From an optimization exercise on the open Yosys and OpenROAD flow, aimed at small area, a short achievable clock period and few clock cycles per item; shortcuts taken in it are not production practice. In this exercise RTL edits were held to simulation tests only and were not proved equivalent to the original. Power and IR drop assume default switching activity.

## design/flow/flow/run.sh

```bash
#!/bin/bash
# The standard layout (standard.sh), with the port buffers that global
# placement inserts made from the smallest buffer cell instead of the default.
set -euo pipefail
export BUFFER_PORTS_ARGS="-buffer_cell sky130_fd_sc_hd__buf_1"
bash standard.sh > standard.log 2>&1
```

## design/flow/standard.sh

```bash
#!/bin/bash
# synth_recipe.tcl (not shown) runs the flow's synth.tcl, then flattens the netlist and writes it again
# the make line also repeats each setting of config.mk as NAME=value (left out here)
make -C /OpenROAD-flow-scripts/flow DESIGN_CONFIG=/design/flow/config.mk WORK_HOME=/design/flow/orfs CLKGATE_MAP_FILE= SYNTH_SCRIPT=/design/flow/synth_recipe.tcl "${@:-finish}"
```

## design/flow/config.mk

```make
export PLATFORM = sky130hd
export DESIGN_NAME = shift_add_multiplier
export DESIGN_NICKNAME = shift_add_multiplier
export VERILOG_FILES = /design/flow/design.v
export SDC_FILE = /design/flow/constraint.sdc
export NUM_CORES = 4
export LEC_CHECK = 0
export CAP_MARGIN = 20
export CORE_MARGIN = 2
export CORE_UTILIZATION = 40
export SETUP_SLACK_MARGIN = 2.5
export SLEW_MARGIN = 20
export SYNTH_HIERARCHICAL = 1
```

## design/flow/constraint.sdc

```tcl
create_clock -name core_clock -period 5.0 [get_ports {clk}]
set_input_delay 1.0000 -clock core_clock [delete_from_list [all_inputs] [get_ports {clk}]]
set_output_delay 1.0000 -clock core_clock [all_outputs]
set_load 0.01 [all_outputs]
```

## design/flow/design.v

```verilog
`default_nettype none `timescale 1ns / 1ns
module shift_add_multiplier #(
    parameter integer WIDTH = 16
) (
    input wire clk,
    input wire reset_n,
    input wire tvalid_slave_1,
    input signed [WIDTH-1:0] tdata_slave_1,
    output wire tready_slave_1,
    input wire tvalid_slave_2,
    input signed [WIDTH-1:0] tdata_slave_2,
    output wire tready_slave_2,
    output reg tvalid_master,
    output reg signed [WIDTH-1:0] tdata_master,
    input wire tready_master
);
  reg held_1;
  reg held_2;
  reg [WIDTH-1:0] factor_a;
  reg [WIDTH-1:0] factor_b;
  wire [WIDTH-1:0] product;
  reg mid_valid_1;
  reg pipe_s126;
  reg pipe_s129;
  reg pipe_s128;
  reg pipe_s130;
  reg pipe_s133;
  reg pipe_s132;
  reg pipe_s113;
  reg pipe_s144;
  reg pipe_s145;
  reg pipe_s119;
  reg pipe_s146;
  reg pipe_s147;
  reg pipe_s123;
  reg pipe_s148;
  reg pipe_s149;
  reg pipe_s150;
  reg pipe_s127;
  reg pipe_s151;
  reg pipe_s131;
  reg pipe_s152;
  reg pipe_s135;
  reg pipe_s167;
  reg pipe_s166;
  reg pipe_s168;
  reg pipe_g193;
  reg pipe_p194;
  reg pipe_g191;
  reg pipe_p192;
  reg pipe_G212;
  reg pipe_P213;
  reg pipe_G224;
  reg pipe_P225;
  reg pipe_x288;
  reg pipe_pp3;
  reg pipe_p182;
  reg pipe_r264;
  reg pipe_r265;
  reg pipe_r266;
  reg pipe_r267;
  wire room_1 = ~mid_valid_1 | ~tvalid_master;
  wire room_2 = ~tvalid_master;
  wire advance_1 = held_1 & held_2 & (room_1 | tready_master);
  wire advance_2 = mid_valid_1 & (room_2 | tready_master);
  wire input_transaction_1 = tvalid_slave_1 & tready_slave_1;
  wire input_transaction_2 = tvalid_slave_2 & tready_slave_2;
  sam_rdy u_rdy_1 (.held(held_1), .other(held_2), .room(room_1), .tready_master(tready_master), .tready(tready_slave_1));
  sam_rdy u_rdy_2 (.held(held_2), .other(held_1), .room(room_1), .tready_master(tready_master), .tready(tready_slave_2));
  always @(posedge clk) begin
    if (input_transaction_1) factor_a <= tdata_slave_1;
    if (input_transaction_2) factor_b <= tdata_slave_2;
    if (advance_1) begin
      pipe_s126 <= s126;
      pipe_s129 <= s129;
      pipe_s128 <= s128;
      pipe_s130 <= s130;
      pipe_s133 <= s133;
      pipe_s132 <= s132;
      pipe_s113 <= s113;
      pipe_s144 <= s144;
      pipe_s145 <= s145;
      pipe_s119 <= s119;
      pipe_s146 <= s146;
      pipe_s147 <= s147;
      pipe_s123 <= s123;
      pipe_s148 <= s148;
      pipe_s149 <= s149;
      pipe_s150 <= s150;
      pipe_s127 <= s127;
      pipe_s151 <= s151;
      pipe_s131 <= s131;
      pipe_s152 <= s152;
      pipe_s135 <= s135;
      pipe_s167 <= s167;
      pipe_s166 <= s166;
      pipe_s168 <= s168;
      pipe_g193 <= g193;
      pipe_p194 <= p194;
      pipe_g191 <= g191;
      pipe_p192 <= p192;
      pipe_G212 <= G212;
      pipe_P213 <= P213;
      pipe_G224 <= G224;
      pipe_P225 <= P225;
      pipe_x288 <= x288;
      pipe_pp3 <= pp3;
      pipe_p182 <= p182;
      pipe_r264 <= r264;
      pipe_r265 <= r265;
      pipe_r266 <= r266;
      pipe_r267 <= r267;
    end
    if (advance_2) tdata_master <= product;
    if (!reset_n) begin
      held_1 <= 1'b0;
      held_2 <= 1'b0;
      mid_valid_1 <= 1'b0;
      tvalid_master <= 1'b0;
    end else begin
      held_1 <= input_transaction_1 | (held_1 & ~advance_1);
      held_2 <= input_transaction_2 | (held_2 & ~advance_1);
      mid_valid_1 <= advance_1 | (mid_valid_1 & ~advance_2);
      tvalid_master <= advance_2 | (tvalid_master & ~tready_master);
    end
  end
  wire [15:0] a = factor_a;
  wire [15:0] b = factor_b;
  wire one1 = b[0];
  wire two2 = b[1] & ~b[0];
  wire pp3 = one1 & a[0];
  wire pc4 = b[1] & ~pp3;
  wire pp5;
  sam_bsel u_pp5 (.x1(a[1]), .x2(a[0]), .one(one1), .two(two2), .neg(b[1]), .pp(pp5));
  wire pp6;
  sam_bsel u_pp6 (.x1(a[2]), .x2(a[1]), .one(one1), .two(two2), .neg(b[1]), .pp(pp6));
  wire pp7;
  sam_bsel u_pp7 (.x1(a[3]), .x2(a[2]), .one(one1), .two(two2), .neg(b[1]), .pp(pp7));
  wire pp8;
  sam_bsel u_pp8 (.x1(a[4]), .x2(a[3]), .one(one1), .two(two2), .neg(b[1]), .pp(pp8));
  wire pp9;
  sam_bsel u_pp9 (.x1(a[5]), .x2(a[4]), .one(one1), .two(two2), .neg(b[1]), .pp(pp9));
  wire pp10;
  sam_bsel u_pp10 (.x1(a[6]), .x2(a[5]), .one(one1), .two(two2), .neg(b[1]), .pp(pp10));
  wire pp11;
  sam_bsel u_pp11 (.x1(a[7]), .x2(a[6]), .one(one1), .two(two2), .neg(b[1]), .pp(pp11));
  wire pp12;
  sam_bsel u_pp12 (.x1(a[8]), .x2(a[7]), .one(one1), .two(two2), .neg(b[1]), .pp(pp12));
  wire pp13;
  sam_bsel u_pp13 (.x1(a[9]), .x2(a[8]), .one(one1), .two(two2), .neg(b[1]), .pp(pp13));
  wire pp14;
  sam_bsel u_pp14 (.x1(a[10]), .x2(a[9]), .one(one1), .two(two2), .neg(b[1]), .pp(pp14));
  wire pp15;
  sam_bsel u_pp15 (.x1(a[11]), .x2(a[10]), .one(one1), .two(two2), .neg(b[1]), .pp(pp15));
  wire pp16;
  sam_bsel u_pp16 (.x1(a[12]), .x2(a[11]), .one(one1), .two(two2), .neg(b[1]), .pp(pp16));
  wire pp17;
  sam_bsel u_pp17 (.x1(a[13]), .x2(a[12]), .one(one1), .two(two2), .neg(b[1]), .pp(pp17));
  wire pp18;
  sam_bsel u_pp18 (.x1(a[14]), .x2(a[13]), .one(one1), .two(two2), .neg(b[1]), .pp(pp18));
  wire pp19;
  sam_bsel u_pp19 (.x1(a[15]), .x2(a[14]), .one(one1), .two(two2), .neg(b[1]), .pp(pp19));
  wire one20 = b[2] ^ b[1];
  wire two21 = (b[3] & ~b[2] & ~b[1]) | (~b[3] & b[2] & b[1]);
  wire pp22 = one20 & a[0];
  wire pc23 = b[3] & ~pp22;
  wire pp24;
  sam_bsel u_pp24 (.x1(a[1]), .x2(a[0]), .one(one20), .two(two21), .neg(b[3]), .pp(pp24));
  wire pp25;
  sam_bsel u_pp25 (.x1(a[2]), .x2(a[1]), .one(one20), .two(two21), .neg(b[3]), .pp(pp25));
  wire pp26;
  sam_bsel u_pp26 (.x1(a[3]), .x2(a[2]), .one(one20), .two(two21), .neg(b[3]), .pp(pp26));
  wire pp27;
  sam_bsel u_pp27 (.x1(a[4]), .x2(a[3]), .one(one20), .two(two21), .neg(b[3]), .pp(pp27));
  wire pp28;
  sam_bsel u_pp28 (.x1(a[5]), .x2(a[4]), .one(one20), .two(two21), .neg(b[3]), .pp(pp28));
  wire pp29;
  sam_bsel u_pp29 (.x1(a[6]), .x2(a[5]), .one(one20), .two(two21), .neg(b[3]), .pp(pp29));
  wire pp30;
  sam_bsel u_pp30 (.x1(a[7]), .x2(a[6]), .one(one20), .two(two21), .neg(b[3]), .pp(pp30));
  wire pp31;
  sam_bsel u_pp31 (.x1(a[8]), .x2(a[7]), .one(one20), .two(two21), .neg(b[3]), .pp(pp31));
  wire pp32;
  sam_bsel u_pp32 (.x1(a[9]), .x2(a[8]), .one(one20), .two(two21), .neg(b[3]), .pp(pp32));
  wire pp33;
  sam_bsel u_pp33 (.x1(a[10]), .x2(a[9]), .one(one20), .two(two21), .neg(b[3]), .pp(pp33));
  wire pp34;
  sam_bsel u_pp34 (.x1(a[11]), .x2(a[10]), .one(one20), .two(two21), .neg(b[3]), .pp(pp34));
  wire pp35;
  sam_bsel u_pp35 (.x1(a[12]), .x2(a[11]), .one(one20), .two(two21), .neg(b[3]), .pp(pp35));
  wire pp36;
  sam_bsel u_pp36 (.x1(a[13]), .x2(a[12]), .one(one20), .two(two21), .neg(b[3]), .pp(pp36));
  wire one37 = b[4] ^ b[3];
  wire two38 = (b[5] & ~b[4] & ~b[3]) | (~b[5] & b[4] & b[3]);
  wire pp39 = one37 & a[0];
  wire pc40 = b[5] & ~pp39;
  wire pp41;
  sam_bsel u_pp41 (.x1(a[1]), .x2(a[0]), .one(one37), .two(two38), .neg(b[5]), .pp(pp41));
  wire pp42;
  sam_bsel u_pp42 (.x1(a[2]), .x2(a[1]), .one(one37), .two(two38), .neg(b[5]), .pp(pp42));
  wire pp43;
  sam_bsel u_pp43 (.x1(a[3]), .x2(a[2]), .one(one37), .two(two38), .neg(b[5]), .pp(pp43));
  wire pp44;
  sam_bsel u_pp44 (.x1(a[4]), .x2(a[3]), .one(one37), .two(two38), .neg(b[5]), .pp(pp44));
  wire pp45;
  sam_bsel u_pp45 (.x1(a[5]), .x2(a[4]), .one(one37), .two(two38), .neg(b[5]), .pp(pp45));
  wire pp46;
  sam_bsel u_pp46 (.x1(a[6]), .x2(a[5]), .one(one37), .two(two38), .neg(b[5]), .pp(pp46));
  wire pp47;
  sam_bsel u_pp47 (.x1(a[7]), .x2(a[6]), .one(one37), .two(two38), .neg(b[5]), .pp(pp47));
  wire pp48;
  sam_bsel u_pp48 (.x1(a[8]), .x2(a[7]), .one(one37), .two(two38), .neg(b[5]), .pp(pp48));
  wire pp49;
  sam_bsel u_pp49 (.x1(a[9]), .x2(a[8]), .one(one37), .two(two38), .neg(b[5]), .pp(pp49));
  wire pp50;
  sam_bsel u_pp50 (.x1(a[10]), .x2(a[9]), .one(one37), .two(two38), .neg(b[5]), .pp(pp50));
  wire pp51;
  sam_bsel u_pp51 (.x1(a[11]), .x2(a[10]), .one(one37), .two(two38), .neg(b[5]), .pp(pp51));
  wire one52 = b[6] ^ b[5];
  wire two53 = (b[7] & ~b[6] & ~b[5]) | (~b[7] & b[6] & b[5]);
  wire pp54 = one52 & a[0];
  wire pc55 = b[7] & ~pp54;
  wire pp56;
  sam_bsel u_pp56 (.x1(a[1]), .x2(a[0]), .one(one52), .two(two53), .neg(b[7]), .pp(pp56));
  wire pp57;
  sam_bsel u_pp57 (.x1(a[2]), .x2(a[1]), .one(one52), .two(two53), .neg(b[7]), .pp(pp57));
  wire pp58;
  sam_bsel u_pp58 (.x1(a[3]), .x2(a[2]), .one(one52), .two(two53), .neg(b[7]), .pp(pp58));
  wire pp59;
  sam_bsel u_pp59 (.x1(a[4]), .x2(a[3]), .one(one52), .two(two53), .neg(b[7]), .pp(pp59));
  wire pp60;
  sam_bsel u_pp60 (.x1(a[5]), .x2(a[4]), .one(one52), .two(two53), .neg(b[7]), .pp(pp60));
  wire pp61;
  sam_bsel u_pp61 (.x1(a[6]), .x2(a[5]), .one(one52), .two(two53), .neg(b[7]), .pp(pp61));
  wire pp62;
  sam_bsel u_pp62 (.x1(a[7]), .x2(a[6]), .one(one52), .two(two53), .neg(b[7]), .pp(pp62));
  wire pp63;
  sam_bsel u_pp63 (.x1(a[8]), .x2(a[7]), .one(one52), .two(two53), .neg(b[7]), .pp(pp63));
  wire pp64;
  sam_bsel u_pp64 (.x1(a[9]), .x2(a[8]), .one(one52), .two(two53), .neg(b[7]), .pp(pp64));
  wire one65 = b[8] ^ b[7];
  wire two66 = (b[9] & ~b[8] & ~b[7]) | (~b[9] & b[8] & b[7]);
  wire pp67 = one65 & a[0];
  wire pc68 = b[9] & ~pp67;
  wire pp69;
  sam_bsel u_pp69 (.x1(a[1]), .x2(a[0]), .one(one65), .two(two66), .neg(b[9]), .pp(pp69));
  wire pp70;
  sam_bsel u_pp70 (.x1(a[2]), .x2(a[1]), .one(one65), .two(two66), .neg(b[9]), .pp(pp70));
  wire pp71;
  sam_bsel u_pp71 (.x1(a[3]), .x2(a[2]), .one(one65), .two(two66), .neg(b[9]), .pp(pp71));
  wire pp72;
  sam_bsel u_pp72 (.x1(a[4]), .x2(a[3]), .one(one65), .two(two66), .neg(b[9]), .pp(pp72));
  wire pp73;
  sam_bsel u_pp73 (.x1(a[5]), .x2(a[4]), .one(one65), .two(two66), .neg(b[9]), .pp(pp73));
  wire pp74;
  sam_bsel u_pp74 (.x1(a[6]), .x2(a[5]), .one(one65), .two(two66), .neg(b[9]), .pp(pp74));
  wire pp75;
  sam_bsel u_pp75 (.x1(a[7]), .x2(a[6]), .one(one65), .two(two66), .neg(b[9]), .pp(pp75));
  wire one76 = b[10] ^ b[9];
  wire two77 = (b[11] & ~b[10] & ~b[9]) | (~b[11] & b[10] & b[9]);
  wire pp78 = one76 & a[0];
  wire pc79 = b[11] & ~pp78;
  wire pp80;
  sam_bsel u_pp80 (.x1(a[1]), .x2(a[0]), .one(one76), .two(two77), .neg(b[11]), .pp(pp80));
  wire pp81;
  sam_bsel u_pp81 (.x1(a[2]), .x2(a[1]), .one(one76), .two(two77), .neg(b[11]), .pp(pp81));
  wire pp82;
  sam_bsel u_pp82 (.x1(a[3]), .x2(a[2]), .one(one76), .two(two77), .neg(b[11]), .pp(pp82));
  wire pp83;
  sam_bsel u_pp83 (.x1(a[4]), .x2(a[3]), .one(one76), .two(two77), .neg(b[11]), .pp(pp83));
  wire pp84;
  sam_bsel u_pp84 (.x1(a[5]), .x2(a[4]), .one(one76), .two(two77), .neg(b[11]), .pp(pp84));
  wire one85 = b[12] ^ b[11];
  wire two86 = (b[13] & ~b[12] & ~b[11]) | (~b[13] & b[12] & b[11]);
  wire pp87 = one85 & a[0];
  wire pc88 = b[13] & ~pp87;
  wire pp89;
  sam_bsel u_pp89 (.x1(a[1]), .x2(a[0]), .one(one85), .two(two86), .neg(b[13]), .pp(pp89));
  wire pp90;
  sam_bsel u_pp90 (.x1(a[2]), .x2(a[1]), .one(one85), .two(two86), .neg(b[13]), .pp(pp90));
  wire pp91;
  sam_bsel u_pp91 (.x1(a[3]), .x2(a[2]), .one(one85), .two(two86), .neg(b[13]), .pp(pp91));
  wire one92 = b[14] ^ b[13];
  wire two93 = (b[15] & ~b[14] & ~b[13]) | (~b[15] & b[14] & b[13]);
  wire pp94 = one92 & a[0];
  wire pc95 = b[15] & ~pp94;
  wire pp96;
  sam_bsel u_pp96 (.x1(a[1]), .x2(a[0]), .one(one92), .two(two93), .neg(b[15]), .pp(pp96));
  wire s97, s98;
  sam_ha u_s97 (.a(pc79), .b(pp15), .s(s97), .co(s98));
  wire s99, s100;
  sam_fa u_s99 (.a(pp87), .b(pp16), .c(pp33), .s(s99), .co(s100));
  wire s101, s102;
  sam_fa u_s101 (.a(pc88), .b(pp17), .c(pp34), .s(s101), .co(s102));
  wire s103, s104;
  sam_ha u_s103 (.a(pp49), .b(pp62), .s(s103), .co(s104));
  wire s105, s106;
  sam_fa u_s105 (.a(pp94), .b(pp18), .c(pp35), .s(s105), .co(s106));
  wire s107, s108;
  sam_fa u_s107 (.a(pp50), .b(pp63), .c(pp74), .s(s107), .co(s108));
  wire s109, s110;
  sam_ha u_s109 (.a(pc55), .b(pp11), .s(s109), .co(s110));
  wire s111, s112;
  sam_fa u_s111 (.a(pp67), .b(pp12), .c(pp29), .s(s111), .co(s112));
  wire s113, s114;
  sam_fa u_s113 (.a(pc68), .b(pp13), .c(pp30), .s(s113), .co(s114));
  wire s115, s116;
  sam_ha u_s115 (.a(pp45), .b(pp58), .s(s115), .co(s116));
  wire s117, s118;
  sam_fa u_s117 (.a(pp78), .b(pp14), .c(pp31), .s(s117), .co(s118));
  wire s119, s120;
  sam_fa u_s119 (.a(pp46), .b(pp59), .c(pp70), .s(s119), .co(s120));
  wire s121, s122;
  sam_fa u_s121 (.a(pp32), .b(pp47), .c(pp60), .s(s121), .co(s122));
  wire s123, s124;
  sam_fa u_s123 (.a(pp71), .b(pp80), .c(s97), .s(s123), .co(s124));
  wire s125, s126;
  sam_fa u_s125 (.a(pp48), .b(pp61), .c(pp72), .s(s125), .co(s126));
  wire s127, s128;
  sam_fa u_s127 (.a(pp81), .b(s98), .c(s99), .s(s127), .co(s128));
  wire s129, s130;
  sam_fa u_s129 (.a(pp73), .b(pp82), .c(pp89), .s(s129), .co(s130));
  wire s131, s132;
  sam_fa u_s131 (.a(s103), .b(s100), .c(s101), .s(s131), .co(s132));
  wire s133, s134;
  sam_fa u_s133 (.a(pp83), .b(pp90), .c(s104), .s(s133), .co(s134));
  wire s135, s136;
  sam_fa u_s135 (.a(s102), .b(s105), .c(s107), .s(s135), .co(s136));
  wire s137, s138;
  sam_ha u_s137 (.a(pc40), .b(pp9), .s(s137), .co(s138));
  wire s139, s140;
  sam_fa u_s139 (.a(pp54), .b(pp10), .c(pp27), .s(s139), .co(s140));
  wire s141, s142;
  sam_fa u_s141 (.a(pp28), .b(pp43), .c(pp56), .s(s141), .co(s142));
  wire s143, s144;
  sam_fa u_s143 (.a(pp44), .b(pp57), .c(s110), .s(s143), .co(s144));
  wire s145, s146;
  sam_fa u_s145 (.a(pp69), .b(s115), .c(s112), .s(s145), .co(s146));
  wire s147, s148;
  sam_fa u_s147 (.a(s116), .b(s114), .c(s117), .s(s147), .co(s148));
  wire s149, s150;
  sam_fa u_s149 (.a(s118), .b(s120), .c(s121), .s(s149), .co(s150));
  wire s151, s152;
  sam_fa u_s151 (.a(s122), .b(s125), .c(s124), .s(s151), .co(s152));
  wire s153, s154;
  sam_fa u_s153 (.a(pipe_s126), .b(pipe_s129), .c(pipe_s128), .s(s153), .co(s154));
  wire s155, s156;
  sam_fa u_s155 (.a(pipe_s130), .b(pipe_s133), .c(pipe_s132), .s(s155), .co(s156));
  wire s157, s158;
  sam_ha u_s157 (.a(pc23), .b(pp7), .s(s157), .co(s158));
  wire s159, s160;
  sam_fa u_s159 (.a(pp39), .b(pp8), .c(pp25), .s(s159), .co(s160));
  wire s161, s162;
  sam_fa u_s161 (.a(pp26), .b(pp41), .c(s137), .s(s161), .co(s162));
  wire s163, s164;
  sam_fa u_s163 (.a(pp42), .b(s138), .c(s139), .s(s163), .co(s164));
  wire s165, s166;
  sam_fa u_s165 (.a(s109), .b(s140), .c(s141), .s(s165), .co(s166));
  wire s167, s168;
  sam_fa u_s167 (.a(s142), .b(s111), .c(s143), .s(s167), .co(s168));
  wire s169, s170;
  sam_fa u_s169 (.a(pipe_s113), .b(pipe_s144), .c(pipe_s145), .s(s169), .co(s170));
  wire s171, s172;
  sam_fa u_s171 (.a(pipe_s119), .b(pipe_s146), .c(pipe_s147), .s(s171), .co(s172));
  wire s173, s174;
  sam_fa u_s173 (.a(pipe_s123), .b(pipe_s148), .c(pipe_s149), .s(s173), .co(s174));
  wire s175, s176;
  sam_fa u_s175 (.a(pipe_s150), .b(pipe_s127), .c(pipe_s151), .s(s175), .co(s176));
  wire s177, s178;
  sam_fa u_s177 (.a(pipe_s131), .b(pipe_s152), .c(s153), .s(s177), .co(s178));
  wire s179, s180;
  sam_fa u_s179 (.a(pipe_s135), .b(s154), .c(s155), .s(s179), .co(s180));
  wire g181 = pc4 & pp5;
  wire p182 = pc4 ^ pp5;
  wire g183 = pp22 & pp6;
  wire p184 = pp22 ^ pp6;
  wire g185 = pp24 & s157;
  wire p186 = pp24 ^ s157;
  wire g187 = s159 & s158;
  wire p188 = s159 ^ s158;
  wire g189 = s161 & s160;
  wire p190 = s161 ^ s160;
  wire g191 = s163 & s162;
  wire p192 = s163 ^ s162;
  wire g193 = s165 & s164;
  wire p194 = s165 ^ s164;
  wire g195 = pipe_s167 & pipe_s166;
  wire p196 = pipe_s167 ^ pipe_s166;
  wire g197 = s169 & pipe_s168;
  wire p198 = s169 ^ pipe_s168;
  wire g199 = s171 & s170;
  wire p200 = s171 ^ s170;
  wire g201 = s173 & s172;
  wire p202 = s173 ^ s172;
  wire g203 = s175 & s174;
  wire p204 = s175 ^ s174;
  wire g205 = s177 & s176;
  wire p206 = s177 ^ s176;
  wire g207 = s179 & s178;
  wire p208 = s179 ^ s178;
  wire P209 = p182 & pp3;
  wire G210 = g185 | (p186 & g183);
  wire P211 = p186 & p184;
  wire G212 = g189 | (p190 & g187);
  wire P213 = p190 & p188;
  wire G214 = pipe_g193 | (pipe_p194 & pipe_g191);
  wire P215 = pipe_p194 & pipe_p192;
  wire G216 = g197 | (p198 & g195);
  wire P217 = p198 & p196;
  wire G218 = g201 | (p202 & g199);
  wire P219 = p202 & p200;
  wire G220 = g205 | (p206 & g203);
  wire P221 = p206 & p204;
  wire G222 = g183 | (p184 & g181);
  wire P223 = p184 & P209;
  wire G224 = G210 | (P211 & g181);
  wire P225 = P211 & P209;
  wire G226 = pipe_g191 | (pipe_p192 & pipe_G212);
  wire P227 = pipe_p192 & pipe_P213;
  wire G228 = G214 | (P215 & pipe_G212);
  wire P229 = P215 & pipe_P213;
  wire G230 = g199 | (p200 & G216);
  wire P231 = p200 & P217;
  wire G232 = G218 | (P219 & G216);
  wire P233 = P219 & P217;
  wire G234 = g207 | (p208 & G220);
  wire P235 = p208 & P221;
  wire G236 = g187 | (p188 & G224);
  wire P237 = p188 & P225;
  wire G238 = pipe_G212 | (pipe_P213 & pipe_G224);
  wire P239 = pipe_P213 & pipe_P225;
  wire G240 = G226 | (P227 & pipe_G224);
  wire P241 = P227 & pipe_P225;
  wire G242 = G228 | (P229 & pipe_G224);
  wire P243 = P229 & pipe_P225;
  wire G244 = g203 | (p204 & G232);
  wire P245 = p204 & P233;
  wire G246 = G220 | (P221 & G232);
  wire P247 = P221 & P233;
  wire G248 = G234 | (P235 & G232);
  wire P249 = P235 & P233;
  wire G250 = g195 | (p196 & G242);
  wire P251 = p196 & P243;
  wire G252 = G216 | (P217 & G242);
  wire P253 = P217 & P243;
  wire G254 = G230 | (P231 & G242);
  wire P255 = P231 & P243;
  wire G256 = G232 | (P233 & G242);
  wire P257 = P233 & P243;
  wire G258 = G244 | (P245 & G242);
  wire P259 = P245 & P243;
  wire G260 = G246 | (P247 & G242);
  wire P261 = P247 & P243;
  wire G262 = G248 | (P249 & G242);
  wire P263 = P249 & P243;
  wire r264 = p184 ^ g181;
  wire r265 = p186 ^ G222;
  wire r266 = p188 ^ G224;
  wire r267 = p190 ^ G236;
  wire r268 = pipe_p192 ^ G238;
  wire r269 = pipe_p194 ^ G240;
  wire r270 = p196 ^ G242;
  wire r271 = p198 ^ G250;
  wire r272 = p200 ^ G252;
  wire r273 = p202 ^ G254;
  wire r274 = p204 ^ G256;
  wire r275 = p206 ^ G258;
  wire r276 = p208 ^ G260;
  wire x277;
  sam_x2 u_x277 (.a(pc95), .b(pp19), .y(x277));
  wire x278;
  sam_x2 u_x278 (.a(pp36), .b(pp51), .y(x278));
  wire x279;
  sam_x2 u_x279 (.a(pp64), .b(pp75), .y(x279));
  wire x280;
  sam_x2 u_x280 (.a(pp84), .b(pp91), .y(x280));
  wire x281;
  sam_x2 u_x281 (.a(pp96), .b(x277), .y(x281));
  wire x282;
  sam_x2 u_x282 (.a(x278), .b(x279), .y(x282));
  wire x283;
  sam_x2 u_x283 (.a(x280), .b(x281), .y(x283));
  wire x284;
  sam_x2 u_x284 (.a(x282), .b(s106), .y(x284));
  wire x285;
  sam_x2 u_x285 (.a(s108), .b(s134), .y(x285));
  wire x286;
  sam_x2 u_x286 (.a(x283), .b(x284), .y(x286));
  wire x287;
  sam_x2 u_x287 (.a(x285), .b(x286), .y(x287));
  wire x288;
  sam_x2 u_x288 (.a(s136), .b(x287), .y(x288));
  wire x289;
  sam_x2 u_x289 (.a(pipe_x288), .b(s156), .y(x289));
  wire x290;
  sam_x2 u_x290 (.a(x289), .b(s180), .y(x290));
  wire x291;
  sam_x2 u_x291 (.a(x290), .b(G262), .y(x291));
  assign product = {x291, r276, r275, r274, r273, r272, r271, r270, r269, r268, pipe_r267, pipe_r266, pipe_r265, pipe_r264, pipe_p182, pipe_pp3};
endmodule
module sam_rdy (
    input wire held,
    input wire other,
    input wire room,
    input wire tready_master,
    output wire tready
);
  assign tready = ~held | (other & (room | tready_master));
endmodule
module sam_fa (
    input wire a,
    input wire b,
    input wire c,
    output wire s,
    output wire co
);
  assign s  = a ^ b ^ c;
  assign co = (a & b) | (a & c) | (b & c);
endmodule
module sam_ha (
    input wire a,
    input wire b,
    output wire s,
    output wire co
);
  assign s  = a ^ b;
  assign co = a & b;
endmodule
module sam_x2 (
    input wire a,
    input wire b,
    output wire y
);
  assign y = a ^ b;
endmodule
module sam_bsel (
    input wire x1,
    input wire x2,
    input wire one,
    input wire two,
    input wire neg,
    output wire pp
);
  assign pp = ((one & x1) | (two & x2)) ^ neg;
endmodule
```

==> results of run 1 <==
synthesized netlist by cell type, drive strengths merged (2+ instances only):
library cell,n,area (um2)
a211oi,2,15.0
a21boi,2,15.0
a21o,5,37.5
a21oi,6,33.8
a22oi,64,801
a31o,2,17.5
a32oi,2,17.5
and2,11,68.8
dfxtp,4,80.1
edfxtp,86,2580
fa,39,781
ha,20,250
nand2,20,75.1
nor2,11,41.3
nor2b,12,75.1
o21a,3,22.5
o21ai,12,60.1
or2,2,12.5
xnor2,67,587
xor2,25,219
cell type report:
class	count	area, um2
inverter	1	3.75
clock inverter	6	114
tap	184	230
clock buffer	10	229
multi-input combinational	317	3620
sequential	90	2660
timing repair buffer	129	860
fill	1218	6760
modules after synthesis, one instance, submodules excluded:
module / cell area (um2) / cells inside
sam_x2: 8.76 / 1
sam_bsel: 21.3 / 2
shift_add_multiplier: 3590 / 220
sam_ha: 12.5 / 1
sam_fa: 20.0 / 1
sam_rdy: 8.76 / 2
where the power goes:
part / switching [mW] / leakage, nW / internal (mW) / total (mW)
clock network: 0.285 / 0.159 / 0.490 / 0.775
registers: 0.0469 / 0.832 / 0.960 / 1.01
logic: 0.513 / 1.70 / 0.526 / 1.04
how the worst max path moves through the flow:
stage	start	to	depth (start not counted)
after floorplan	factor_b[1]	pipe_r267	8
after global placement	factor_b[1]	pipe_r267	8
after detailed placement	factor_b[1]	pipe_r267	8
after CTS	pipe_s126	tdata_master[15]	7
after global routing	factor_b[1]	pipe_x288	12
final	pipe_s126	tdata_master[15]	7
per-layer routing:
layer / vias to the layer above / global-route usage [%] / wire length (um)
li1: 1817 / - / -
met1: 1846 / 20.4 / 5370
met2: 70 / 27.0 / 6120
met3: 14 / 2.87 / 378
met4: 0 / 7.12 / 241
met5: - / 0 / 0
kinds of logic (layout without fill, tap and decap cells):
logic type      after synthesis  in the layout
compound gates              104            104
xor+xnor                     92             92
flops                        90             90
simple gates                 62             62
fa+ha+maj                    59             59
buf+inv                       2            146
stage by stage:
step,hold WS [ns],std cells
after CTS,0.423,724
after global routing,0.442,737
after global placement,0.406,650
after floorplan,0.400,409
final,0.420,737
after detailed placement,0.408,650
timing repair:
item                       in CTS  in global routing
buffers inserted               58                 13
hold endpoints to repair        0                  0
setup endpoints to repair      40                 29
resized for setup              34                 18
pin swaps                      29                 21
==> impl_summary.log, run 1 <==
[metrics] library cell used as clock root buffer: clkbuf_16
[metrics] Slowest-stage cell, CP: fa_1
[metrics] CTS tree: done
[metrics] final RePlAce weighted congestion: ~0.78
[metrics] Port Buffer Count: 55
[metrics] Vias per Instance: roughly 5.1
[metrics] Post-synth EDFFs: 86
[metrics] Achievable Freq: about 350 MHz
[metrics] total power divided by cell area: roughly 370 nW/um2
[metrics] most frequent cells in the layout: 86 x edfxtp_1, 64 x a22oi_2, 59 x buf_4, 53 x buf_1, 50 x xnor2_1
[metrics] setup-violating endpoint count in the final report: 0
[metrics] cell type with the highest occurrence count on the critical path: fa_1
[metrics] detailed-route DRC error count: 0
[metrics] synthesized-area fraction occupied by ao, oa, aoi and oai cells: a little under a fifth
[metrics] synthesis-stage register bit count: 90
[metrics] final period utilization: between 50% and 60%
[metrics] max_cap viols: 0
[metrics] relative slew slack: 43.6%
[metrics] most frequent standard cell in the layout excluding fill and tap cells: edfxtp_1
[metrics] run status: finished clean
[metrics] die outline height: around 130 um
[metrics] half-perimeter wire length after placement: ~8.3 mm
[metrics] crit path cell chain: fa_1 -> fa_1 -> ha_4 -> a21o_1 -> or4_4 -> a31o_1 -> xor2_1
[metrics] Final TNS setup: 0 ns
[metrics] ratio of cells with drive above 1 in the final layout: approximately 40%
[metrics] origin of the worst min-delay path: pipe_r264
[metrics] Yosys warning total: 7
[metrics] final worst-path setup slack: roughly 2.2 ns
[metrics] number of I/O pins: 56
[metrics] number of vias in the routed layout: roughly 3700
[metrics] portion of the post-synthesis area used by sequential elements: a little under half
[metrics] top flop regs: factor_a x16, factor_b x16, tdata_master x16
[metrics] unrepaired setup endpoints after global routing: yes
[metrics] Buf/Inv on CP: 0
[metrics] Synth Area per Inst: 14.4 um2
[metrics] # hold bufs at CTS: 0
[metrics] worst-case clock buffer depth: 2
[metrics] via count of the first global-routing pass: 3907
[metrics] WL per Instance: 16.4 um
[metrics] layout-stage area growth over the synthesis result: 31.0%
[metrics] Clk pin slew, worst setup/hold paths: 0.06 ns
[metrics] number of nets with antenna violations after routing: 0
[metrics] biggest cell delay along the critical path: between 0.5 and 0.6 ns
[metrics] Hold Fails Final Rpt: 0
[metrics] data arrival time of the critical path: 2.93 ns
[metrics] number of optimization iterations in the first detailed-route pass: 4
[metrics] Clock H-tree levels: 3
[metrics] classification of the worst-slack hold path: reg2reg
[metrics] PnR Total Power: between 2 and 3 mW
[metrics] horizontal die dimension: approximately 130 um
[metrics] Synth async-reset ratio: 0%
[metrics] hold-critical path endpoint: tdata_master[2]
[metrics] worst hold path depth: 0
[metrics] area of the mapped netlist: about 5900 um2
[metrics] wire length of the first global-routing pass: roughly 20 mm
[metrics] cells after synthesis: between 400 and 500
[metrics] CP top delay family: adder cells
[metrics] final core utilization: 53.3%
[metrics] floorplan core area: ~14000 um2
[metrics] Worst Setup End Kind: flip-flop
[metrics] Synth Area in XOR/XNOR: between 10% and 20%
[metrics] Netlist cell types: 37
[metrics] CP required: around 5 ns
[metrics] cell leakage power: 2.69 nW
[metrics] Net Count, Synth: 505
[metrics] maximum number of pins on one net before global-route repair: 39
[metrics] r2r endpoint: tdata_master[15]
[metrics] final-stage net count: roughly 640
[metrics] critical path launch point type: flip-flop
[metrics] clock buffers created by TritonCTS: 9
[metrics] Register-to-Register Path Depth: 7
[metrics] area enclosed by the die boundary: between 15000 and 20000 um2
[metrics] synthesized-area fraction occupied by adder cells: 17.5%
[metrics] final antenna diode count: 0
[metrics] Core Rows: 44
[metrics] pin slew with the least headroom to its limit: between 0.8 and 0.9 ns
[metrics] Skew-Pair Late Insertion Delay: 0.35 ns
[metrics] Non-Filler Cell Area, Final: ~7700 um2
[metrics] most common flop cell mapped by yosys: edfxtp_1
[metrics] Detailed Route WL: about 12 mm
[metrics] worst clock skew: approximately 0.006 ns
[metrics] highest net fanout along the worst path: 2
[metrics] global route total overflow: 0
[metrics] Num Clock Sinks: 90
[metrics] initial antenna violation count: 0
[metrics] R2R Path Start: pipe_s126
[metrics] Overall Global Routing Usage: 16.1%
[metrics] Synth Area in Simple Gates: 5.28%
[metrics] number of max-slew violations in the final report: 0
[metrics] largest vdd supply drop: approximately 0.21 mV
[metrics] largest family of logic cells by synthesized area: compound AO/OA/AOI/OAI gates
[metrics] worst slack after detailed placement: ~1.4 ns
[metrics] initial core utilization: around 41%
[metrics] worst setup slack for register-to-register paths: 2.17 ns
[metrics] multiplexer share of the synthesized area: 0%
[metrics] Starting DRT DRC Count: about 120
[metrics] DP Area: around 6500 um2
[metrics] post-layout min period: between 2 and 3 ns
[metrics] class of the most critical setup path: reg2reg
Testbench counts, summed over its fixed seeds: cycles 1,224, items 1,200.
==> run 2, diff against run 1 <==
--- a/design/flow/config.mk
+++ b/design/flow/config.mk
@@ -10,3 +10,4 @@
 export CORE_UTILIZATION = 40
-export SETUP_SLACK_MARGIN = 2.5
+export CTS_BUF_LIST = sky130_fd_sc_hd__clkbuf_8
+export SETUP_SLACK_MARGIN = 2.2
 export SLEW_MARGIN = 20
==> run 2 against run 1 <==
Still clean on timing, DRC and antenna. Core utilization down 2.3 points. Global-route usage up 0.062 points. Area after synthesis unchanged. Design area down 4.3%. Setup slack better by 0.033 ns. Hold slack better by 0.0069 ns. Sequential share of layout area up 1.5 points. Sequential cell count unchanged. Largest cell class unchanged.
==> impl_summary.log, run 2 <==
[metrics] run status: finished clean
[metrics] half-perimeter wire length after placement: roughly 8.4 mm
[metrics] library cell used as clock root buffer: clkbuf_8
[metrics] worst clock skew: ~0.012 ns
[metrics] most frequent standard cell in the layout excluding fill and tap cells: edfxtp_1
[metrics] Internal: between 1.5 and 2 mW
[metrics] Synth Area in XOR/XNOR: 13.7%
[metrics] Starting DRT DRC Count: 168
[metrics] layout-stage area growth over the synthesis result: 25.4%
[metrics] pin slew with the least headroom to its limit: ~0.83 ns
[metrics] Synth async-reset ratio: 0%
[metrics] number of vias in the routed layout: between 3000 and 4000
[metrics] area of the mapped netlist: roughly 5900 um2
[metrics] die outline height: about 130 um
[metrics] largest vdd supply drop: between 0.15 and 0.2 mV
[metrics] clock buffers created by TritonCTS: 9
[metrics] Detailed Route WL: between 10 and 15 mm
[metrics] most common flop cell mapped by yosys: edfxtp_1
[metrics] sequential group share of total power: around two fifths
[metrics] final core utilization: about half
[metrics] cell leakage power: about 2.5 nW
[metrics] Port Buffer Count: 55
[metrics] post-layout min period: 2.80 ns
[metrics] area enclosed by the die boundary: approximately 16000 um2
[metrics] DP Area: between 6000 and 7000 um2
[metrics] final antenna diode count: 0
[metrics] initial core utilization: about two fifths
[metrics] biggest cell delay along the critical path: ~0.57 ns
[metrics] floorplan core area: between 10000 and 15000 um2
[metrics] portion of the post-synthesis area used by sequential elements: a little under half
[metrics] most common library cells after synthesis: 86 x edfxtp_1, 67 x xnor2_1, 64 x a22oi_2
[metrics] relative slew slack: 44.5%
[metrics] Synth Area per Inst: about 14 um2
[metrics] crit path cell chain: fa_1 -> fa_1 -> ha_4 -> a21o_1 -> or4_4 -> a31o_1 -> xor2_1
[metrics] unrepaired setup endpoints after global routing: yes
[metrics] classification of the worst-slack hold path: reg2reg
[metrics] fraction of power consumed by the clock network: about a fifth
[metrics] class of the most critical setup path: reg2reg
[metrics] Synth Area in Simple Gates: approximately 5.3%
[metrics] Buf/Inv on CP: 0
[metrics] number of nets with antenna violations after routing: 0
[metrics] wire length of the first global-routing pass: just under 20 mm
[metrics] maximum number of pins on one net before global-route repair: 39
[metrics] Worst Setup End Kind: flip-flop
[metrics] Skew-Pair Late Insertion Delay: 0.38 ns
[metrics] final period utilization: a little under three fifths
[metrics] synthesized-area fraction occupied by adder cells: between 15 and 20%
[metrics] multiplexer share of the synthesized area: 0%
[metrics] CP top delay family: adder cells
[metrics] main area contributors after synthesis: edfxtp_1 44%, a22oi_2 14%, fa_1 13%
[metrics] via count of the first global-routing pass: about 3800
[metrics] PnR Total Power: about 2.5 mW
[metrics] top flop regs: factor_a x16, factor_b x16, tdata_master x16
[metrics] number of optimization iterations in the first detailed-route pass: 4
[metrics] number of max-slew violations in the final report: 0
[metrics] Core Rows: 44
[metrics] setup-violating endpoint count in the final report: 0
[metrics] Achievable Freq: 357 MHz
[metrics] Post-Place Cells: 649
[metrics] Non-Filler Cell Area, Final: approximately 7400 um2
[metrics] number of I/O pins: 56
[metrics] initial antenna violation count: 0
[metrics] Net Count, Synth: 505
[metrics] highest net fanout along the worst path: 2
[metrics] cell type with the highest occurrence count on the critical path: fa_1
[metrics] Hold Fails Final Rpt: 0
[metrics] count of filler cells inserted in the layout: ~1300
[metrics] synthesized-area fraction occupied by ao, oa, aoi and oai cells: a little under a fifth
[metrics] horizontal die dimension: between 100 and 150 um
[metrics] WL per Instance: around 17 um
[metrics] final-stage net count: ~640
[metrics] share of total power consumed by net switching: 31.3%
[metrics] largest area contributor in the synthesized netlist: edfxtp_1
[metrics] CP required: 5.13 ns
[metrics] max_cap viols: 0
[metrics] ratio of cells with drive above 1 in the final layout: 33.5%
[metrics] global route total overflow: 0
[metrics] Slowest-stage cell, CP: fa_1
[metrics] most frequent cells in the layout: 86 x edfxtp_1, 66 x xnor2_1, 64 x a22oi_2, 56 x buf_4, 55 x buf_1
[metrics] synthesis-stage register bit count: 90
[metrics] data arrival time of the critical path: 2.93 ns
[metrics] Post-synth EDFFs: 86
[metrics] detailed-route DRC error count: 0
[metrics] Clock H-tree levels: 3
[metrics] Final TNS setup: 0 ns
[metrics] Clk pin slew, worst setup/hold paths: approximately 0.08 ns
[metrics] Yosys top cell area share: 43.8%
[metrics] critical path launch point type: flip-flop
[metrics] # hold bufs at CTS: 0
[metrics] Yosys warning total: 7
[metrics] most frequent cell after synthesis: edfxtp_1
[metrics] worst-case clock buffer depth: 2
[metrics] total power divided by cell area: 344 nW/um2
[metrics] NetSw: around 0.8 mW
[metrics] Netlist cell types: 37
[metrics] Num Clock Sinks: 90
[metrics] largest family of logic cells by synthesized area: compound AO/OA/AOI/OAI gates
[metrics] Overall Global Routing Usage: 16.1%
[metrics] cells after synthesis: slightly above 400
[metrics] Vias per Instance: ~5.1
[metrics] final RePlAce weighted congestion: between 0.7 and 0.8
[metrics] CTS tree: done
[metrics] relative contribution of combinational cells to total power: between 30% and 40%
[metrics] number of standard cells in the final layout excluding fillers: 730
[run 2: cell types whose count changed in the layout (fill, tap and decap cells not counted), sizes merged]
cell	before	now
buf	127	122
bufinv	3	2
clkbuf	12	10
clkinv	0	2
clkinvlp	2	1
[run 2: repair_timing]
item	in CTS	in global routing
gates resized for setup	8	4
endpoints found under the hold margin	0	0
setup endpoints to repair	35	11
pin swaps	8	10
gates cloned	0	0
buffers inserted	48	17
[run 2: modules after synthesis, one instance, submodules excluded]
module / cells inside / cell area [um2]
sam_rdy: 2 / 8.76
sam_bsel: 2 / 21.3
sam_x2: 1 / 8.76
sam_ha: 1 / 12.5
sam_fa: 1 / 20.0
shift_add_multiplier: 220 / 3590
[run 2: per-layer routing]
| layer | share of wire (%) | global-route usage, % |
|---|---|---|
| met1 | 45 | 21.4 |
| met2 | 49 | 26.4 |
| met3 | 3.3 | 2.78 |
| met4 | 2.1 | 6.41 |
| met5 | 0 | 0 |
[run 2: layout make-up]
| class | instances | area [um2] | area share, % |
|---|---|---|---|
| inverters | 1 | 3.75 | 0.0508 |
| clock buffers | 10 | 138 | 1.86 |
| flip-flops and latches | 90 | 2660 | 36.0 |
| well taps | 184 | 230 | 3.11 |
| multi-input cells | 317 | 3450 | 46.6 |
| repair buffers | 122 | 830 | 11.2 |
| clock inverters | 6 | 81.3 | 1.10 |
[run 2: through the flow]
stage	hold WS (ns)	setup WS (ns)
6_report	0.427	2.20
5_1_grt	0.434	2.13
4_1_cts	0.429	2.19
3_5_place_dp	0.407	1.35
3_3_place_gp	0.407	1.49
2_1_floorplan	0.400	1.78
[run 2: cells by family after synthesis]
group | Yosys count
buffers and inverters | 2
adders and majority gates | 59
and+or+nand+nor | 62
AOI/OAI and AO/OA | 104
DFF | 90
xor gates and xnor gates | 92
[run 2: path summary, 6_finish.rpt]
check | start | endpoint | slack, ns | cells past startpoint
min reg2reg | pipe_pp3 | tdata_master[0] | 0.43 | 0
min | pipe_pp3 | tdata_master[0] | 0.43 | 0
max reg2reg | pipe_s126 | tdata_master[15] | 2.20 | 7
max | pipe_s126 | tdata_master[15] | 2.20 | 7
[run 2: power by group through the flow]
stage	Sequential (mW)	Clock (mW)	Combinational (mW)
finish	1.01	0.544	0.987
detailed placement	1.06	0	0.854
global placement	1.06	0	0.835
global route	1.02	0.595	1.11
CTS	1.02	0.566	0.948
floorplan	1.04	0	0.658
==> run 3, diff against run 2 <==
--- a/design/flow/config.mk
+++ b/design/flow/config.mk
@@ -7,8 +7,8 @@
 export LEC_CHECK = 0
-export CAP_MARGIN = 20
+export CAP_MARGIN = 0
 export CORE_MARGIN = 2
 export CORE_UTILIZATION = 40
-export CTS_BUF_LIST = sky130_fd_sc_hd__clkbuf_8
+export GPL_TIMING_DRIVEN = 0
 export SETUP_SLACK_MARGIN = 2.2
-export SLEW_MARGIN = 20
+export SLEW_MARGIN = 0
 export SYNTH_HIERARCHICAL = 1
==> run 3 against run 2 <==
Non-clock buffer count is 6 lower. Critical endpoint unchanged. Still clean. Clock power up 14%. First-iteration DRC count is 41% lower. Die area did not move. Global-route usage decreased by 0.31 points. Area after synthesis stayed put. Maximum frequency is 0.77% lower. Wire length fell by 2.4%. Clock skew down 0.0054 ns.
==> impl_summary.log, run 3 <==
[metrics] CP required: roughly 5.1 ns
[metrics] number of nets with antenna violations after routing: 0
[metrics] initial antenna violation count: 0
[metrics] cells after synthesis: between 400 and 500
[metrics] run status: finished clean
[metrics] crit path cell chain: fa_1 -> fa_1 -> ha_4 -> a21o_1 -> or4_4 -> a31o_1 -> xor2_1
[metrics] Synth async-reset ratio: 0%
[metrics] CTS tree: done
[metrics] cell leakage power: around 2.5 nW
[metrics] WL per Instance: around 16 um
[metrics] Vias per Instance: between 5 and 6
[metrics] area of the mapped netlist: between 5000 and 6000 um2
[metrics] number of optimization iterations in the first detailed-route pass: 4
[metrics] cell type with the highest occurrence count on the critical path: fa_1
[metrics] final period utilization: 56.4%
[metrics] main area contributors after synthesis: edfxtp_1 44%, a22oi_2 14%, fa_1 13%
[metrics] half-perimeter wire length after placement: 8.02 mm
[metrics] floorplan core area: between 10000 and 15000 um2
[metrics] PnR Total Power: 2.60 mW
[metrics] Final TNS setup: 0 ns
[metrics] synthesis-stage register bit count: 90
[metrics] most frequent cell after synthesis: edfxtp_1
[metrics] area enclosed by the die boundary: approximately 16000 um2
[metrics] most common flop cell mapped by yosys: edfxtp_1
[metrics] Synth Area per Inst: roughly 14 um2
[metrics] biggest cell delay along the critical path: between 0.5 and 0.6 ns
[metrics] top flop regs: factor_a x16, factor_b x16, tdata_master x16
[metrics] most frequent cells in the layout: 86 x edfxtp_1, 65 x xnor2_1, 64 x a22oi_2, 55 x buf_1, 51 x buf_4
[metrics] relative slew slack: between 40% and 50%
[metrics] Slowest-stage cell, CP: fa_1
[metrics] library cell used as clock root buffer: clkbuf_16
[metrics] layout-stage area growth over the synthesis result: 24.7%
[metrics] largest vdd supply drop: 0.213 mV
[metrics] largest area contributor in the synthesized netlist: edfxtp_1
[metrics] worst clock skew: around 0.0065 ns
[metrics] Yosys top cell area share: ~44%
[metrics] post-layout min period: approximately 2.8 ns
[metrics] Overall Global Routing Usage: approximately 16%
[metrics] Port Buffer Count: between 50 and 60
[metrics] final antenna diode count: 0
[metrics] Net Count, Synth: between 500 and 600
[metrics] Netlist cell types: 37
[metrics] Achievable Freq: about 350 MHz
[metrics] number of max-slew violations in the final report: 0
[metrics] via count of the first global-routing pass: roughly 3800
[metrics] Detailed Route WL: 11.8 mm
[metrics] setup-violating endpoint count in the final report: 0
[metrics] clock buffers created by TritonCTS: 9
[metrics] Hold Fails Final Rpt: 0
[metrics] critical path launch point type: flip-flop
[metrics] number of vias in the routed layout: around 3700
[metrics] initial core utilization: between 40% and 50%
[metrics] class of the most critical setup path: reg2reg
[metrics] max_cap viols: 0
[metrics] highest net fanout along the worst path: 2
[metrics] detailed-route DRC error count: 0
[metrics] worst-case clock buffer depth: 2
[metrics] Worst Setup End Kind: flip-flop
[metrics] horizontal die dimension: 125 um
[metrics] wire length of the first global-routing pass: a little under 20 mm
[metrics] number of I/O pins: between 50 and 60
[metrics] Clock H-tree levels: 3
[metrics] final RePlAce weighted congestion: a little under 0.8
[metrics] most frequent standard cell in the layout excluding fill and tap cells: edfxtp_1
[metrics] portion of the post-synthesis area used by sequential elements: a little under half
[metrics] global route total overflow: 0
[metrics] unrepaired setup endpoints after global routing: yes
[metrics] data arrival time of the critical path: 2.92 ns
[metrics] Yosys warning total: 7
[metrics] total power divided by cell area: 354 nW/um2
[metrics] Starting DRT DRC Count: 99
[metrics] most common library cells after synthesis: 86 x edfxtp_1, 67 x xnor2_1, 64 x a22oi_2
[metrics] Skew-Pair Late Insertion Delay: between 0.3 and 0.4 ns
[metrics] Core Rows: 44
[metrics] classification of the worst-slack hold path: reg2reg
[metrics] ratio of cells with drive above 1 in the final layout: approximately 33%
[metrics] # hold bufs at CTS: 0
[metrics] die outline height: roughly 130 um
[metrics] maximum number of pins on one net before global-route repair: 39
[metrics] pin slew with the least headroom to its limit: roughly 0.81 ns
[metrics] final-stage net count: approximately 630
[metrics] Post-synth EDFFs: 86
[metrics] Clk pin slew, worst setup/hold paths: 0.06 ns
[metrics] Num Clock Sinks: 90
## run 3: worst paths after layout
check	end	depth (start not counted)	start	slack (ns)
min reg2reg	tdata_master[0]	0	pipe_pp3	0.42
max	tdata_master[15]	7	pipe_s128	2.18
max reg2reg	tdata_master[15]	7	pipe_s128	2.18
min	tdata_master[0]	0	pipe_pp3	0.42
## run 3: critical path: cells and delay by family, from the launching register on
family          cells  cell delay, ns
compound gates      2            0.37
xor+xnor            1            0.13
fa+ha+maj           3            1.25
flops               1            0.40
simple gates        1            0.42
## run 3: cell families (layout without fill, tap and decap cells)
family / count (synthesis) / count (layout) / synth area share [%]
adders and majority gates: 59 / 59 / 17.5
xor gates and xnor gates: 92 / 92 / 13.7
buffers and inverters: 2 / 133 / 0.255
AOI/OAI and AO/OA: 104 / 104 / 18.2
DFF: 90 / 90 / 45.2
and+or+nand+nor: 62 / 62 / 5.28
## run 3: layout make-up
cell class                 count  area [um2]
clock buffer                   9         225
inverter                       1        3.75
fill                        1258        7130
clock inverter                 7        43.8
buffer                         1        11.3
multi-input combinational    317        3450
timing repair buffer         115         726
tap                          184         230
sequential                    90        2660
## run 3: modules after synthesis, one instance, submodules excluded
module / flip-flops and latches / cells / area (um2)
sam_bsel: 0 / 2 / 21.3
sam_rdy: 0 / 2 / 8.76
sam_ha: 0 / 1 / 12.5
shift_add_multiplier: 90 / 220 / 3590
sam_x2: 0 / 1 / 8.76
sam_fa: 0 / 1 / 20.0
## run 3: power by group
group	switching [mW]	total [mW]	internal, mW
combinational	0.487	0.971	0.484
sequential	0.0510	1.01	0.960
clock	0.285	0.620	0.335
total	0.823	2.60	1.78
## run 3: repair_timing
item	in CTS	in global routing
setup buffers	44	15
resized for setup	7	9
setup endpoints to repair	35	9
hold endpoints to repair	0	0
pin swaps	6	6
## run 3: layer usage
layer  up-vias  global-route usage (%)  routed length, um
met2        72                    24.5               5410
met3        24                    2.87                399
met4         0                    8.63                391
met1      1802                    21.2               5580
li1       1786                       -                  -
met5         -                       0                  0
## run 3: through the flow
| stage | hold WS, ns | area [um2] | worst slack [ns] | utilization (%) | instances |
|---|---|---|---|---|---|
| detailed placement | 0.405 | 6490 | 1.37 | 44.9 | 649 |
| CTS | 0.420 | 7180 | 2.15 | 49.6 | 709 |
| global route | 0.434 | 7350 | 2.09 | 50.8 | 724 |
| floorplan | 0.400 | 6050 | 1.78 | - | 409 |
| finish | 0.419 | 7350 | 2.18 | 50.8 | 724 |
| global placement | 0.403 | 6490 | 1.41 | 44.8 | 648 |

static timing again, ports no longer ideal:
In the flow no input, the clock included, has a driving cell. The finished layouts below were timed again as built, in two steps. Step 1 (the two cells are an assumption about what drives the block):
set clk [get_ports {clk}]
set_driving_cell -lib_cell sky130_fd_sc_hd__clkbuf_16 $clk
set_driving_cell -lib_cell sky130_fd_sc_hd__buf_2 [delete_from_list [all_inputs] $clk]
Step 2, shift: input delay + t, output delay - t, t = (earliest + latest rising clock arrival at the registers) / 2. This alone moves slack from input paths to output paths. Slacks: no drivers / after step 1 / after step 2; pairs: no drivers / after step 1.
run | t (ns) | setup WS [ns] | latest minus earliest clock arrival (ns)
run 1 | 0.391 | 2.169 / 2.169 / 2.169 | 0.006 / 0.006
run 2 | 0.411 | 2.202 / 2.202 / 2.202 | 0.012 / 0.012
run 3 | 0.388 | 2.180 / 2.180 / 2.180 | 0.007 / 0.006
After both steps every run listed still meets setup and hold.
